Background: an optimization exercise with open tools, aiming at small area, a short achievable clock period and few clock cycles. Do not read the settings as production practice.
RTL that was checked went through simulation tests only; none was proved equivalent to the original.
No activity file was given, so power comes from the tool's default toggle rates.

## oak
==> module dmc_top, before the edit <==
module dmc_top (
    input         clk_i,
    input         rst_n_i,
    input         start_i,
    input         read_i,
    input         write_i,
    input  [31:0] address_i,
    input  [31:0] data_i,
    output [31:0] data_o,
    output        ready_o,
    output        mem_read_o,
    output        mem_write_o,
    output [31:0] mem_address_o,
    output [31:0] mem_data_o,
    input  [31:0] mem_data_i
);
reg [31:0]  store [0:15];      
reg [27:0]  tag   [0:3];
reg [3:0]   pres  [0:3];       
reg [3:0]   dirty;
reg        busy;               
reg        rdy;                
reg        mrd;                
reg [31:0] dreg;               
reg [31:0] wdat;               
reg        byp;                
reg        nbyp;               
reg        pw_v;
reg [3:0]  pw_a;               
reg        pw_mem;             
reg [27:0] vtag;               
reg [3:0]  ra_a;               
reg [3:0]  mm;                 
reg [3:0]  av;                 
reg [1:0]  wp;                 
reg [15:0] wsel;               
reg [31:0] mdo;                
reg        ord, owr;           
reg [1:0]  oj;                 
wire [1:0]  idx = address_i[3:2];
wire [1:0]  off = address_i[1:0];
wire [27:0] tg  = address_i[31:4];
wire        req = rdy && start_i && (read_i || write_i);
wire        rd  = read_i;
wire        wr  = !read_i;
wire [3:0]  match;
wire [15:0] asel;
wire [15:0] sel;
genvar g;
generate
    for (g = 0; g < 4; g = g + 1) begin : cmp
        assign match[g] = (tag[g] == tg);
    end
    for (g = 0; g < 16; g = g + 1) begin : dec
        assign asel[g] = address_i[3:0] == g;
        assign sel[g]  = (rdy && asel[g]) || wsel[g];
    end
endgenerate
wire [3:0]  pi      = pres[idx];
wire        valid   = |pi;
wire        thit    = valid && match[idx];
wire        dm      = valid && !match[idx] && dirty[idx];
wire        present = thit && pi[off];
wire [31:0] wbus = pw_mem ? mem_data_i : wdat;
reg  [31:0] rword;
integer k;
always @(*) begin
    rword = 32'd0;
    for (k = 0; k < 16; k = k + 1)
        rword = rword | ({32{sel[k]}} & store[k]);
end
wire        rfwd   = pw_v && (pw_a == address_i[3:0]);
wire        mfwd   = pw_v && (pw_a == {ra_a[3:2], wp});
wire [3:0]  mi     = ~pi;
wire [1:0]  mij    = mi[0] ? 2'd0 : mi[1] ? 2'd1 : mi[2] ? 2'd2 : 2'd3;
wire [1:0]  mmj    = mm[0] ? 2'd0 : mm[1] ? 2'd1 : mm[2] ? 2'd2 : 2'd3;
wire        wavail = av[wp] || (pw_v && pw_a[1:0] == wp);
wire        last   = owr && oj == 2'd3;
wire        issue_w = !last && mm == 4'd0 && wavail;
wire [1:0]  wp_n   = issue_w ? wp + 2'd1 : wp;
assign ready_o       = rdy;
assign data_o        = ({32{byp}} & mem_data_i) | ({32{nbyp}} & dreg);
assign mem_read_o    = mrd;
assign mem_write_o   = owr;
assign mem_address_o = ({32{rdy}} & address_i) | ({32{busy}} & {vtag, ra_a[3:2], oj});
assign mem_data_o    = mdo;
always @(posedge clk_i) begin
    if (pw_v)
        store[pw_a] <= wbus;
    if (req && rd)
        dreg <= rfwd ? wbus : rword;
    else if (byp)
        dreg <= mem_data_i;
    if (req && wr)
        wdat <= data_i;
    else if (busy && byp)
        wdat <= mem_data_i;
    mdo <= mfwd ? wbus : rword;
    byp  <= req && rd && !present;
    nbyp <= !(req && rd && !present);
    pw_v <= 1'b0;
    if (!busy) begin
        vtag <= tag[idx];
        ra_a <= address_i[3:0];
        av   <= pi;
        ord  <= mi != 4'd0;
        mrd  <= !(req && dm) || mi != 4'd0;
        owr  <= 1'b0;
        oj   <= mij;
        mm   <= mi & ~(4'd1 << mij);
        wp   <= 2'd0;
        wsel <= (req && dm) ? 16'd1 << {idx, 2'd0} : 16'd0;
    end
    if (req) begin
        tag[idx] <= tg;
        pw_a   <= address_i[3:0];
        pw_mem <= rd;
        if (dm) begin
            busy <= 1'b1;
            rdy  <= 1'b0;
        end else
            pw_v <= wr || !present;
        pres[idx]  <= (thit ? pi : 4'd0) | (4'd1 << off);
        dirty[idx] <= (thit && dirty[idx]) || wr;
    end
    if (busy) begin
        if (pw_v)
            av[pw_a[1:0]] <= 1'b1;
        if (ord) begin
            pw_v   <= 1'b1;
            pw_a   <= {ra_a[3:2], oj};
            pw_mem <= 1'b1;
        end
        wp   <= wp_n;
        wsel <= last ? 16'd0 : 16'd1 << {ra_a[3:2], wp_n};
        if (last) begin
            busy   <= 1'b0;
            rdy    <= 1'b1;
            mrd    <= 1'b1;
            ord    <= 1'b0;
            owr    <= 1'b0;
            pw_v   <= 1'b1;
            pw_a   <= ra_a;
            pw_mem <= 1'b0;
        end else if (mm != 4'd0) begin
            ord    <= 1'b1;
            mrd    <= 1'b1;
            owr    <= 1'b0;
            oj     <= mmj;
            mm     <= mm & ~(4'd1 << mmj);
        end else begin
            ord    <= 1'b0;
            mrd    <= 1'b0;
            owr    <= issue_w;
            oj     <= wp;
        end
    end
    if (!rst_n_i) begin
        busy <= 1'b0;
        rdy  <= 1'b1;
        mrd  <= 1'b1;
        byp  <= 1'b0;
        nbyp <= 1'b1;
        pw_v <= 1'b0;
        owr  <= 1'b0;
        wsel <= 16'd0;
        for (k = 0; k < 4; k = k + 1)
            pres[k] <= 4'd0;
    end
end
endmodule
Settings: LEC_CHECK=0, CAP_MARGIN=20, CORE_MARGIN=2, CORE_UTILIZATION=40, CTS_BUF_LIST=sky130_fd_sc_hd__clkbuf_8, SETUP_SLACK_MARGIN=2.0, SLEW_MARGIN=20; clock period 5.0 ns.
standard.sh (not shown) runs the stock make flow with config.mk's settings and CLKGATE_MAP_FILE= SYNTH_SCRIPT=/design/flow/synth_recipe.tcl, a recipe that flattens the netlist after the stock synthesis.
==> flow/flow/run.sh <==
#!/bin/bash
# The standard layout, with the ports buffered by plain buffers instead of the
# delay cells buffer_ports picks by default.
set -euo pipefail
export BUFFER_PORTS_ARGS="-buffer_cell sky130_fd_sc_hd__buf_4"
bash standard.sh > standard.log 2>&1
Testbench counts of oak, summed over its fixed seeds: cycles 8,771.
Inputs modified between oak and pine:
-- flow/design.v --
<<< oak, line 57
    end
endgenerate
wire [3:0]  pi      = pres[idx];
wire        valid   = |pi;
wire        thit    = valid && match[idx];
wire        dm      = valid && !match[idx] && dirty[idx];
wire        present = thit && pi[off];
wire [31:0] wbus = pw_mem ? mem_data_i : wdat;
reg  [31:0] rword;
>>> pine, line 57
    end
endgenerate
wire [3:0]  lv, lh, ld, lp;
generate
    for (g = 0; g < 4; g = g + 1) begin : line_state
        assign lv[g] = |pres[g];
        assign lh[g] = lv[g] && match[g];
        assign ld[g] = lv[g] && !match[g] && dirty[g];
        assign lp[g] = lh[g] && pres[g][off];
    end
endgenerate
wire [3:0]  pi      = pres[idx];
wire        dm      = ld[idx];
wire        present = lp[idx];
wire [31:0] wbus = pw_mem ? mem_data_i : wdat;
reg  [31:0] rword;
<<< oak, line 121
        end else
            pw_v <= wr || !present;
        pres[idx]  <= (thit ? pi : 4'd0) | (4'd1 << off);
        dirty[idx] <= (thit && dirty[idx]) || wr;
    end
    if (busy) begin
>>> pine, line 128
        end else
            pw_v <= wr || !present;
        for (k = 0; k < 4; k = k + 1)
            if (idx == k) begin
                pres[k]  <= (lh[k] ? pres[k] : 4'd0) | (4'd1 << off);
                dirty[k] <= (lh[k] && dirty[k]) || wr;
            end
    end
    if (busy) begin
==> run summary <==
- Reported leakage power: pine lower than oak
- Between pine and oak, the global routing usage summed across all routing layers figures differ only marginally.
- Summary of pine over oak: number of nets in the finished design saw an increase; total power decreased 2.8%; power consumed by the clock network grew by 6.5%.
- pine vs oak — met1 capacity usage during global routing dropped 1.8 points.
- Area growth from synthesis to layout sits higher in pine than in oak.
- On pine: die area is about 0.4% lower than what oak gave.
- Compared with oak, in pine met2 usage rose 1.8 points, largest fanout on the critical path went down by 8, minimum clock period after layout higher.
- Comparing oak and pine, the lower portion of total power attributed to the clock network is on oak.
- Changes observed in pine relative to oak: top achievable clock speed now smaller; total routed wirelength dropped 1600 um.
No functional check of the RTL was part of pine.

========
wip/juniper:
dmc_top, a different RTL version from the one above (not shown whole).
For scale: ~1900 cells after synthesis, ~200 I/O pins, roughly 31000 µm² of cells after synthesis.
==> module dmc_top, before the edit <==
module dmc_top (
    input         clk_i,
    input         rst_n_i,
    input         start_i,
    input         read_i,
    input         write_i,
    input  [31:0] address_i,
    input  [31:0] data_i,
    output [31:0] data_o,
    output        ready_o,
    output        mem_read_o,
    output        mem_write_o,
    output [31:0] mem_address_o,
    output [31:0] mem_data_o,
    input  [31:0] mem_data_i
);
reg [31:0]  store [0:15];      
reg [27:0]  tag   [0:3];
reg [3:0]   pres  [0:3];       
reg [3:0]   dirty;
reg        busy;               
reg        rdy;                
reg        mrd;                
reg [31:0] dreg;               
reg [31:0] wdat;               
reg        byp;                
reg        nbyp;               
reg        pw_v;
reg [3:0]  pw_a;               
reg        pw_mem;             
reg        pw_dreg;            
reg [27:0] vtag;               
reg [3:0]  ra_a;               
reg        ra_rd;              
reg [3:0]  mm;                 
reg [3:0]  av;                 
reg [1:0]  wp;                 
reg [31:0] mdo;                
reg        owr;                
reg [1:0]  oj;                 
wire [1:0]  idx = address_i[3:2];
wire [1:0]  off = address_i[1:0];
wire [27:0] tg  = address_i[31:4];
wire        req = rdy && start_i && (read_i || write_i);
wire        rd  = read_i;
wire        wr  = !read_i;
wire [27:0] ti = tag[idx];
wire        tmatch = ti == tg;
wire [3:0]  match;
wire [15:0] asel;
wire [15:0] wsel;
wire [15:0] sel;
genvar g;
generate
    for (g = 0; g < 4; g = g + 1) begin : cmp
        assign match[g] = tmatch;    
    end
    for (g = 0; g < 16; g = g + 1) begin : dec
        assign asel[g] = address_i[3:0] == g;
        assign wsel[g] = busy && {ra_a[3:2], wp} == g;
        assign sel[g]  = (rdy && asel[g]) || wsel[g];
    end
endgenerate
wire [3:0]  lv, lh, ld, lp;
generate
    for (g = 0; g < 4; g = g + 1) begin : line_state
        assign lv[g] = |pres[g];
        assign lh[g] = lv[g] && match[g];
        assign ld[g] = lv[g] && !match[g] && dirty[g];
        assign lp[g] = lh[g] && pres[g][off];
    end
endgenerate
wire [3:0]  pi      = pres[idx];
wire        dm      = ld[idx];
wire        present = lp[idx];
wire [31:0] wbus = pw_mem ? mem_data_i : pw_dreg ? dreg : wdat;
reg  [31:0] rword;
integer k;
always @(*) begin
    rword = 32'd0;
    for (k = 0; k < 16; k = k + 1)
        rword = rword | ({32{sel[k]}} & store[k]);
end
wire        rfwd   = pw_v && (pw_a == address_i[3:0]);
wire        mfwd   = pw_v && (pw_a == {ra_a[3:2], wp});
wire [3:0]  mi     = ~pi;
wire [1:0]  mij    = mi[0] ? 2'd0 : mi[1] ? 2'd1 : mi[2] ? 2'd2 : 2'd3;
wire [1:0]  mmj    = mm[0] ? 2'd0 : mm[1] ? 2'd1 : mm[2] ? 2'd2 : 2'd3;
wire        wavail = av[wp] || (pw_v && pw_a[1:0] == wp);
wire        last   = owr && oj == 2'd3;
wire        issue_w = !last && mm == 4'd0 && wavail;
wire [1:0]  wp_n   = issue_w ? wp + 2'd1 : wp;
assign ready_o       = rdy;
assign data_o        = ({32{byp}} & mem_data_i) | ({32{nbyp}} & dreg);
assign mem_read_o    = (rdy && start_i && read_i) || mrd;
assign mem_write_o   = owr;
assign mem_address_o = ({32{rdy}} & address_i) | ({32{busy}} & {vtag, ra_a[3:2], oj});
assign mem_data_o    = mdo;
always @(posedge clk_i) begin
    if (pw_v)
        store[pw_a] <= wbus;
    if (req && rd)
        dreg <= rfwd ? wbus : rword;
    else if (byp)
        dreg <= mem_data_i;
    if (req && wr)
        wdat <= data_i;
    mdo <= mfwd ? wbus : rword;
    byp  <= req && rd && !present;
    nbyp <= !(req && rd && !present);
    pw_v <= 1'b0;
    if (!busy) begin
        vtag <= ti;
        ra_a <= address_i[3:0];
        ra_rd <= rd;
        av   <= pi;
        mrd  <= req && dm && mi != 4'd0;
        owr  <= 1'b0;
        oj   <= mij;
        mm   <= mi & ~(4'd1 << mij);
        wp   <= 2'd0;
    end
    if (req) begin
        tag[idx] <= tg;
        pw_a   <= address_i[3:0];
        pw_mem <= rd;
        pw_dreg <= 1'b0;
        if (dm) begin
            busy <= 1'b1;
            rdy  <= 1'b0;
        end else
            pw_v <= wr || !present;
        for (k = 0; k < 4; k = k + 1)
            if (idx == k) begin
                pres[k]  <= (lh[k] ? pres[k] : 4'd0) | (4'd1 << off);
                dirty[k] <= (lh[k] && dirty[k]) || wr;
            end
    end
    if (busy) begin
        if (pw_v)
            av[pw_a[1:0]] <= 1'b1;
        if (mrd) begin
            pw_v   <= 1'b1;
            pw_a   <= {ra_a[3:2], oj};
            pw_mem <= 1'b1;
        end
        wp   <= wp_n;
        if (last) begin
            busy   <= 1'b0;
            rdy    <= 1'b1;
            mrd    <= 1'b0;
            owr    <= 1'b0;
            pw_v   <= 1'b1;
            pw_a   <= ra_a;
            pw_mem <= 1'b0;
            pw_dreg <= ra_rd;
        end else if (mm != 4'd0) begin
            mrd    <= 1'b1;
            owr    <= 1'b0;
            oj     <= mmj;
            mm     <= mm & ~(4'd1 << mmj);
        end else begin
            mrd    <= 1'b0;
            owr    <= issue_w;
            oj     <= wp;
        end
    end
    if (!rst_n_i) begin
        busy <= 1'b0;
        rdy  <= 1'b1;
        mrd  <= 1'b0;
        byp  <= 1'b0;
        nbyp <= 1'b1;
        pw_v <= 1'b0;
        owr  <= 1'b0;
        for (k = 0; k < 4; k = k + 1)
            pres[k] <= 4'd0;
    end
end
endmodule
==> flow/config.mk <==
export PLATFORM = sky130hd
export DESIGN_NAME = dmc_top
export DESIGN_NICKNAME = dmc_top
export VERILOG_FILES = /design/flow/design.v
export SDC_FILE = /design/flow/constraint.sdc
export NUM_CORES = 4
export LEC_CHECK = 0
export CAP_MARGIN = 20
export CORE_MARGIN = 2
export CORE_UTILIZATION = 40
export CTS_BUF_LIST = sky130_fd_sc_hd__clkbuf_16
export CTS_CLUSTER_DIAMETER = 60
export CTS_CLUSTER_SIZE = 24
export SETUP_SLACK_MARGIN = 2.1
export SLEW_MARGIN = 20
==> flow/constraint.sdc <==
create_clock -name core_clock -period 5.0 [get_ports {clk_i}]
set_input_delay 1.0000 -clock core_clock [delete_from_list [all_inputs] [get_ports {clk_i}]]
set_output_delay 1.0000 -clock core_clock [all_outputs]
set_load 0.01 [all_outputs]
Scripts as last shown in full above: flow/flow/run.sh
wip/juniper: no failed stages, no open violations at the end
#### Input delta (wip/tundra over wip/juniper)
--- a/flow/design.v
+++ b/flow/design.v
@@ -45,6 +45,4 @@
 wire        rd  = read_i;
 wire        wr  = !read_i;
-wire [27:0] ti = tag[idx];
-wire        tmatch = ti == tg;
 wire [3:0]  match;
 wire [15:0] asel;
@@ -54,5 +52,5 @@
 generate
     for (g = 0; g < 4; g = g + 1) begin : cmp
-        assign match[g] = tmatch;    
+        assign match[g] = (tag[g] == tg);
     end
     for (g = 0; g < 16; g = g + 1) begin : dec
@@ -111,5 +109,5 @@
     pw_v <= 1'b0;
     if (!busy) begin
-        vtag <= ti;
+        vtag <= tag[idx];
         ra_a <= address_i[3:0];
         ra_rd <= rd;
==> run summary <==
- wip/juniper did not stop at any stage, and its layout met the timing, design-rule and antenna checks.
- No stage failed in wip/tundra, and the final checks on the layout all came back clean.
- The arrival time reported for the critical path endpoint of wip/tundra is higher than that of wip/juniper.
- In the tables for wip/juniper and wip/tundra, clock buffer instance count of the final layout reads lower with wip/juniper.
- wip/tundra ends up with a share of the core filled with cells that is 0.61 points higher than in wip/juniper.
- In the tables for wip/juniper and wip/tundra, wire length reads lower with wip/juniper.
- When wip/tundra is set beside wip/juniper, its worst hold slack turns out to be 11 ps larger.
- Minimum period implied by the final worst setup slack: higher on wip/tundra
- Cmp wip/tundra vs wip/juniper: post-layout worst setup margin lower in wip/tundra
- Of wip/tundra and wip/juniper, it is wip/tundra that has the higher static leakage.
- Diff wip/juniper -> wip/tundra | clock share of power | increase of 2.3 points
- Of wip/juniper and wip/tundra, the higher non-clock buffer count belongs to wip/tundra.
- Diff wip/juniper -> wip/tundra | area growth from synthesis to final layout | increase of 0.64 points
- Against wip/juniper, the final cell area of wip/tundra is higher.
- wip/tundra vs. wip/juniper: number of standard cells in the final layout excluding fillers increased by 4.2% relative to the old numbers; total number of vias increased by 1322 relative to the old numbers.
Testbench counts of wip/tundra, summed over its fixed seeds: cycles 8,771.
Function not checked in wip/juniper: the RTL went through the layout flow alone.

-- port drivers added, routing unchanged --
The results above use ideal ports. As a check the final layouts listed here were re-extracted and re-timed, cells and wires unchanged.
Step 1, drivers: a clkbuf_16 drives clk_i and a buf_2 each remaining input, both assumed.
Step 2 also shifts input and output timing later by t, the mid clock arrival at the registers, as if the neighbouring blocks saw the same clock.
Slacks: ideal / step 1 / step 2; pairs: ideal / step 1.
run	t, ns	slack for setup (ns)	latest minus earliest clock arrival (ns)	worst data-port slew with drivers (ns)
oak	0.826	2.089 / 2.027 / 1.286	0.047 / 0.047	0.10
pine	0.831	2.062 / 1.996 / 1.170	0.055 / 0.056	0.12
wip/juniper	0.692	2.161 / 2.125 / 1.521	0.034 / 0.034	0.18
wip/tundra	0.724	2.119 / 2.054 / 1.517	0.036 / 0.036	0.12
After both steps setup and hold are still met in every run listed. The setup slack of pine, which loses most, moves by -0.066 ns with the drivers and by -0.892 ns with both steps.
